This is an optimization exercise on Yosys and OpenROAD, whose aim is small area, not a production implementation. Function was checked by simulation only, so behaviour that the tests miss may differ from the original. Power is estimated from default activity; no workload was simulated.

==> flow/design.v <==
`timescale 1ns / 1ps
module PC(
    input clk,
    input rst,
    input jmp,
    output reg [15:0] count
);
    always @(posedge clk or posedge rst) begin
        if (rst)
            count <= 16'b0;
        else if (jmp)
            count <= 16'b0;
        else
            count <= count + 16'd1;
    end
endmodule
module ControlUnit (
    input  [3:0] opcode,
    output reg_write,    
    output addsub,       
    output inv,          
    output sel_mul,
    output sel_div,
    output sel_arr,      
    output sel_and,
    output sel_or,
    output sel_xor,
    output sel_not,
    output sel_ld,
    output mem_en,
    output mem_we,
    output jmp
);
    wire [15:0] d = 16'b1 << opcode;
    assign addsub    = d[0] | d[1] | d[11];
    assign inv       = d[1] | d[3];
    assign sel_mul   = d[2];
    assign sel_div   = d[3];
    assign sel_arr   = d[0] | d[1] | d[2] | d[11];
    assign sel_and   = d[4];
    assign sel_or    = d[5];
    assign sel_xor   = d[6];
    assign sel_not   = d[7];
    assign sel_ld    = d[8];
    assign mem_en    = d[8] | d[9];
    assign mem_we    = d[9];
    assign jmp       = d[12];
    assign reg_write = ~(d[9] | d[12] | d[13] | d[14] | d[15]);
endmodule
`timescale 1ns / 1ps
module RegisterFile(
    input clk,
    input rst,
    input [3:0] read_addr1,
    input [3:0] read_addr2,
    input [3:0] write_addr,
    input [15:0] write_data,
    input write_enable,
    output [15:0] read_data1,
    output [15:0] read_data2
);
    reg [15:0] registers [0:15];
    reg [15:0] valid;
    wire [15:0] wsel = write_enable ? (16'b1 << write_addr) : 16'b0;
    wire [15:0] r1sel = (16'b1 << read_addr1) & valid;
    wire [15:0] r2sel = (16'b1 << read_addr2) & valid;
    always @(posedge clk or posedge rst) begin
        if (rst)
            valid <= 16'b0;
        else
            valid <= valid | wsel;
    end
    integer k;
    always @(posedge clk) begin
        for (k = 0; k < 16; k = k + 1)
            if (wsel[k]) registers[k] <= write_data;
    end
    reg [15:0] d1, d2;
    always @(*) begin
        d1 = 16'b0;
        d2 = 16'b0;
        for (k = 0; k < 16; k = k + 1) begin
            d1 = d1 | (registers[k] & {16{r1sel[k]}});
            d2 = d2 | (registers[k] & {16{r2sel[k]}});
        end
    end
    assign read_data1 = d1;
    assign read_data2 = d2;
endmodule
`timescale 1ns / 1ps
module addrow #(parameter W = 16) (
    input  [W-1:0] x,
    input  [W-1:0] y,
    input  cin,
    output [W-1:0] s,
    output cout,
    output [W-1:0] pp,    
    output [W-1:0] gg     
);
    localparam integer L = (W > 8) ? 4 : (W > 4) ? 3 : (W > 2) ? 2 : (W > 1) ? 1 : 0;
    wire [W-1:0] p = x ^ y;
    wire [W-1:0] g0 = x & y;
    wire [W-1:0] G [0:L];
    wire [W-1:0] P [0:L];
    assign G[0] = {g0[W-1:1], g0[0] | (p[0] & cin)};
    assign P[0] = p;
    genvar l, j;
    generate
        for (l = 0; l < L; l = l + 1) begin : g_lvl
            for (j = 0; j < W; j = j + 1) begin : g_bit
                if (j & (1 << l)) begin : g_comb
                    localparam integer K = ((j >> (l + 1)) << (l + 1)) + (1 << l) - 1;
                    assign G[l+1][j] = G[l][j] | (P[l][j] & G[l][K]);
                    assign P[l+1][j] = P[l][j] & P[l][K];
                end else begin : g_pass
                    assign G[l+1][j] = G[l][j];
                    assign P[l+1][j] = P[l][j];
                end
            end
        end
    endgenerate
    assign pp = p;
    assign gg = g0;
    wire [W:0] c = {G[L], cin};
    assign s = p ^ c[W-1:0];
    assign cout = c[W];
endmodule
module muldiv(
    input  [15:0] A,
    input  [15:0] B,
    input  mul,
    input  div,
    input  inv,
    output [15:0] v0,    
    output [15:0] q,     
    output [15:0] px,    
    output [15:0] gx,    
    output bnz           
);
    wire [15:0] by = B ^ {16{inv}};
    wire [16:0] hz;
    assign hz[16] = 1'b1;
    genvar i, j;
    generate
        for (i = 15; i >= 0; i = i - 1) begin : g_hz
            assign hz[i] = hz[i+1] & ~B[i];
        end
    endgenerate
    wire [15:0] v [0:16];
    assign v[16] = 16'b0;
    wire [15:0] qq;
    generate
        for (i = 15; i >= 0; i = i - 1) begin : g_row
            localparam integer W = 16 - i;
            wire xin = A[i] & ~mul;
            wire [W-1:0] x;
            if (W == 1) begin : g_x1
                assign x = xin;
            end else begin : g_xn
                assign x = {v[i+1][W-2:0], xin};
            end
            wire [W-1:0] s, rp, rg;
            wire co;
            addrow #(.W(W)) u_add(.x(x), .y(by[W-1:0]), .cin(inv), .s(s), .cout(co),
                                  .pp(rp), .gg(rg));
            assign qq[i] = hz[W] & co;
            wire take;
            if (i > 0) begin : g_tk
                assign take = (div & qq[i]) | (mul & A[i]);
            end else begin : g_tk0
                assign take = ~mul | A[i];
                assign px = rp;
                assign gx = rg;
            end
            wire [W-1:0] r = take ? s : x;
            if (W < 16) begin : g_r
                assign v[i][15:W] = 0;
            end
            assign v[i][W-1:0] = r;
        end
    endgenerate
    assign v0 = v[0];
    assign q = qq;
    assign bnz = ~hz[0];
endmodule
module alu(
    input  [15:0] A,
    input  [15:0] B,
    input  [15:0] mem_rd_data,
    input  addsub, inv, sel_mul, sel_div, sel_arr, sel_and, sel_or, sel_xor, sel_not, sel_ld,
    output [15:0] result
);
    wire [15:0] v0, quot, px, gx;
    wire bnz;
    muldiv u_md(.A(A), .B(B), .mul(sel_mul), .div(sel_div), .inv(inv),
                .v0(v0), .q(quot), .px(px), .gx(gx), .bnz(bnz));
    assign result = ({16{sel_arr}} & v0)
                  | ({16{sel_div & bnz}} & quot)
                  | ({16{sel_and}} & gx)
                  | ({16{sel_or}}  & (px | gx))
                  | ({16{sel_xor}} & px)
                  | ({16{sel_not}} & ~A)
                  | ({16{sel_ld}}  & mem_rd_data);
endmodule
`timescale 1ns / 1ps
module Datapath(
    input clk,
    input rst,
    input [15:0] gpio_in,
    output [15:0] gpio_out,
    output [15:0] imem_addr,
    input  [15:0] imem_rdata,
    output        dmem_en,
    output        dmem_we,
    output [15:0] dmem_addr,
    output [15:0] dmem_wdata,
    input  [15:0] dmem_rdata
);
    wire [3:0] opcode = imem_rdata[15:12];
    wire [3:0] rs1 = imem_rdata[11:8];
    wire [3:0] rs2 = imem_rdata[7:4];
    wire [3:0] rd  = imem_rdata[3:0];
    wire [15:0] A, B, result;
    wire reg_write, addsub, inv, sel_mul, sel_div, sel_arr;
    wire sel_and, sel_or, sel_xor, sel_not, sel_ld, jmp;
    ControlUnit cu(
        .opcode(opcode), .reg_write(reg_write), .addsub(addsub), .inv(inv),
        .sel_mul(sel_mul), .sel_div(sel_div), .sel_arr(sel_arr),
        .sel_and(sel_and), .sel_or(sel_or), .sel_xor(sel_xor), .sel_not(sel_not),
        .sel_ld(sel_ld), .mem_en(dmem_en), .mem_we(dmem_we), .jmp(jmp)
    );
    PC pc_inst(.clk(clk), .rst(rst), .jmp(jmp), .count(imem_addr));
    RegisterFile rf(
        .clk(clk), .rst(rst),
        .read_addr1(rs1), .read_addr2(rs2), .write_addr(rd),
        .write_data(result), .write_enable(reg_write),
        .read_data1(A), .read_data2(B)
    );
    alu alu_inst(
        .A(A), .B(B), .mem_rd_data(dmem_rdata),
        .addsub(addsub), .inv(inv), .sel_mul(sel_mul), .sel_div(sel_div), .sel_arr(sel_arr),
        .sel_and(sel_and), .sel_or(sel_or), .sel_xor(sel_xor), .sel_not(sel_not),
        .sel_ld(sel_ld), .result(result)
    );
    assign gpio_out   = A;
    assign dmem_addr  = B;
    assign dmem_wdata = A;
endmodule
clock: 45.0 ns
lec_check: 0
abc_area: 1
cap_margin: 20
core_margin: 2
core_utilization: 55
cts_buf_list: sky130_fd_sc_hd__clkbuf_16
cts_cluster_size: 30
slew_margin: 20
standard.sh (not shown) runs the stock make flow with config.mk's settings and CLKGATE_MAP_FILE= SYNTH_SCRIPT=/design/flow/synth_recipe.tcl, a recipe that flattens the netlist after the stock synthesis.
==> flow/flow/run.sh <==
#!/bin/bash
# The standard layout with these changes:
#  - synthesis is the standard flow's own script (synth_recipe.tcl and ORFS's synth.tcl),
#    except that ABC maps the logic with flow/area.script (area-oriented
#    mapping) instead of ORFS's script, and ORFS's full-adder extraction is
#    off (ADDER_MAP_FILE empty), so ABC maps the adders too;
#  - ports are buffered with sky130_fd_sc_hd__buf_1.
# make/ORFS output goes to standard.log here (and to ORFS's logs/).
set -euo pipefail
W=$(pwd)
F=$W/flow
sed "s|log_cmd abc {\*}\$abc_args|log_cmd abc {*}[lreplace \$abc_args 1 1 $F/area.script]|" \
    "$FLOW_HOME/scripts/synth.tcl" > "$W/synth_custom.tcl"
grep -q "$F/area.script" "$W/synth_custom.tcl"
sed "s|\$::env(SCRIPTS_DIR)/synth.tcl|$W/synth_custom.tcl|" "$W/synth_recipe.tcl" > "$W/my_synth.tcl"
grep -q "synth_custom.tcl" "$W/my_synth.tcl"
bash "$W/standard.sh" SYNTH_SCRIPT="$W/my_synth.tcl" ADDER_MAP_FILE= \
    "BUFFER_PORTS_ARGS=-buffer_cell sky130_fd_sc_hd__buf_1" finish > "$W/standard.log" 2>&1
==> flow/flow/area.script <==
strash
dch
map -a
topo
buffer -c
upsize -c
dnsize -c
stime -c
Rerun with:
--- a/flow/flow/run.sh
+++ b/flow/flow/run.sh
@@ -2 +2 @@
-# The standard layout with these changes:
+# The standard layout with two changes:
@@ -5,2 +5 @@
-#    mapping) instead of ORFS's script, and ORFS's full-adder extraction is
-#    off (ADDER_MAP_FILE empty), so ABC maps the adders too;
+#    mapping, then ABC's buffering and sizing) instead of ORFS's script;
@@ -17 +16 @@
-bash "$W/standard.sh" SYNTH_SCRIPT="$W/my_synth.tcl" ADDER_MAP_FILE= \
+bash "$W/standard.sh" SYNTH_SCRIPT="$W/my_synth.tcl" \
Effect:
- synthesized cell count went down by about a fifth
- cell area increases by about a fifth
- worst hold slack gets better by 0.0058 ns
Rerun with:
==> flow/flow/run.sh (replaced) <==
#!/bin/bash
# The standard layout, except that ports are buffered with
# sky130_fd_sc_hd__buf_1 instead of ORFS's default buffer choice.
# The make/ORFS output goes to standard.log here (and ORFS's own logs/).
set -euo pipefail
W=$(pwd)
bash "$W/standard.sh" "BUFFER_PORTS_ARGS=-buffer_cell sky130_fd_sc_hd__buf_1" finish > "$W/standard.log" 2>&1
removed: flow/flow/area.script
Clock-buffer cell count grows by 2; routed wire length grows by 7.5%; power shrinks by 7.8%; die area grows by 7.5%.
Rerun with:
==> flow/flow/run.sh (replaced) <==
#!/bin/bash
# The standard layout with these changes:
#  - synthesis is the standard flow's own script (synth_recipe.tcl and ORFS's synth.tcl),
#    except that ABC maps the logic with flow/area.script (area-oriented
#    mapping) instead of ORFS's script, and ORFS's full-adder extraction is
#    off (ADDER_MAP_FILE empty), so ABC maps the adders too;
#  - ports are buffered with sky130_fd_sc_hd__buf_1.
# make/ORFS output goes to standard.log here (and to ORFS's logs/).
set -euo pipefail
W=$(pwd)
F=$W/flow
sed "s|log_cmd abc {\*}\$abc_args|log_cmd abc {*}[lreplace \$abc_args 1 1 $F/area.script]|" \
    "$FLOW_HOME/scripts/synth.tcl" > "$W/synth_custom.tcl"
grep -q "$F/area.script" "$W/synth_custom.tcl"
sed "s|\$::env(SCRIPTS_DIR)/synth.tcl|$W/synth_custom.tcl|" "$W/synth_recipe.tcl" > "$W/my_synth.tcl"
grep -q "synth_custom.tcl" "$W/my_synth.tcl"
bash "$W/standard.sh" SYNTH_SCRIPT="$W/my_synth.tcl" ADDER_MAP_FILE= \
    "BUFFER_PORTS_ARGS=-buffer_cell sky130_fd_sc_hd__buf_1" finish > "$W/standard.log" 2>&1
==> flow/flow/area.script (new file) <==
strash
dch
map -a
topo
stime -c
- The changed run finished clean
- wire length came out lower by 7.3%
- total power came out lower by 2.6%
- combinational power came out lower by about 1%
- synthesized area came out lower by 7.5%
- worst setup slack is better by 0.78 ns
- via count came out higher by 5.4%
- synthesized cell count came out higher by 3.1%
- global-route usage came out lower by 0.68 points
- hold slack is better by 0.020 ns
- critical path depth came out lower by 23
- design area came out lower by 5.4%

==> what the ideal ports hide <==
The flow's constraints put no driver on any port. The routed layouts listed below were extracted and timed again, unchanged, in two steps.
Step 1: set_driving_cell puts a clkbuf_16 on clk and a buf_2 on each other input, an assumption about the parent block.
Step 2 moves the port delays by t, midway between the first and last clock arrival at a register: inputs arrive t later, outputs are due t later. That takes back most of the time a late clock gives input paths.
a / b / c = ideal ports / drivers / drivers and shift; a / b = the first two.
run	shift t [ns]	setup WS [ns]	worst setup path at the end	worst register clock-pin slew, ns
the first run	0.617	3.165 / 3.196 / 2.578	input to register	0.07 / 0.07
the second run	0.629	1.973 / 2.004 / 1.375	input to register	0.07 / 0.07
the third run	0.622	2.805 / 2.836 / 2.214	input to register	0.07 / 0.07
the fourth run	0.601	3.580 / 3.610 / 3.010	input to register	0.07 / 0.07
After both steps setup and hold are still met in every run listed. For the second run, which loses most, drivers alone change the setup slack by +0.031 ns; drivers and shift together by -0.598 ns.
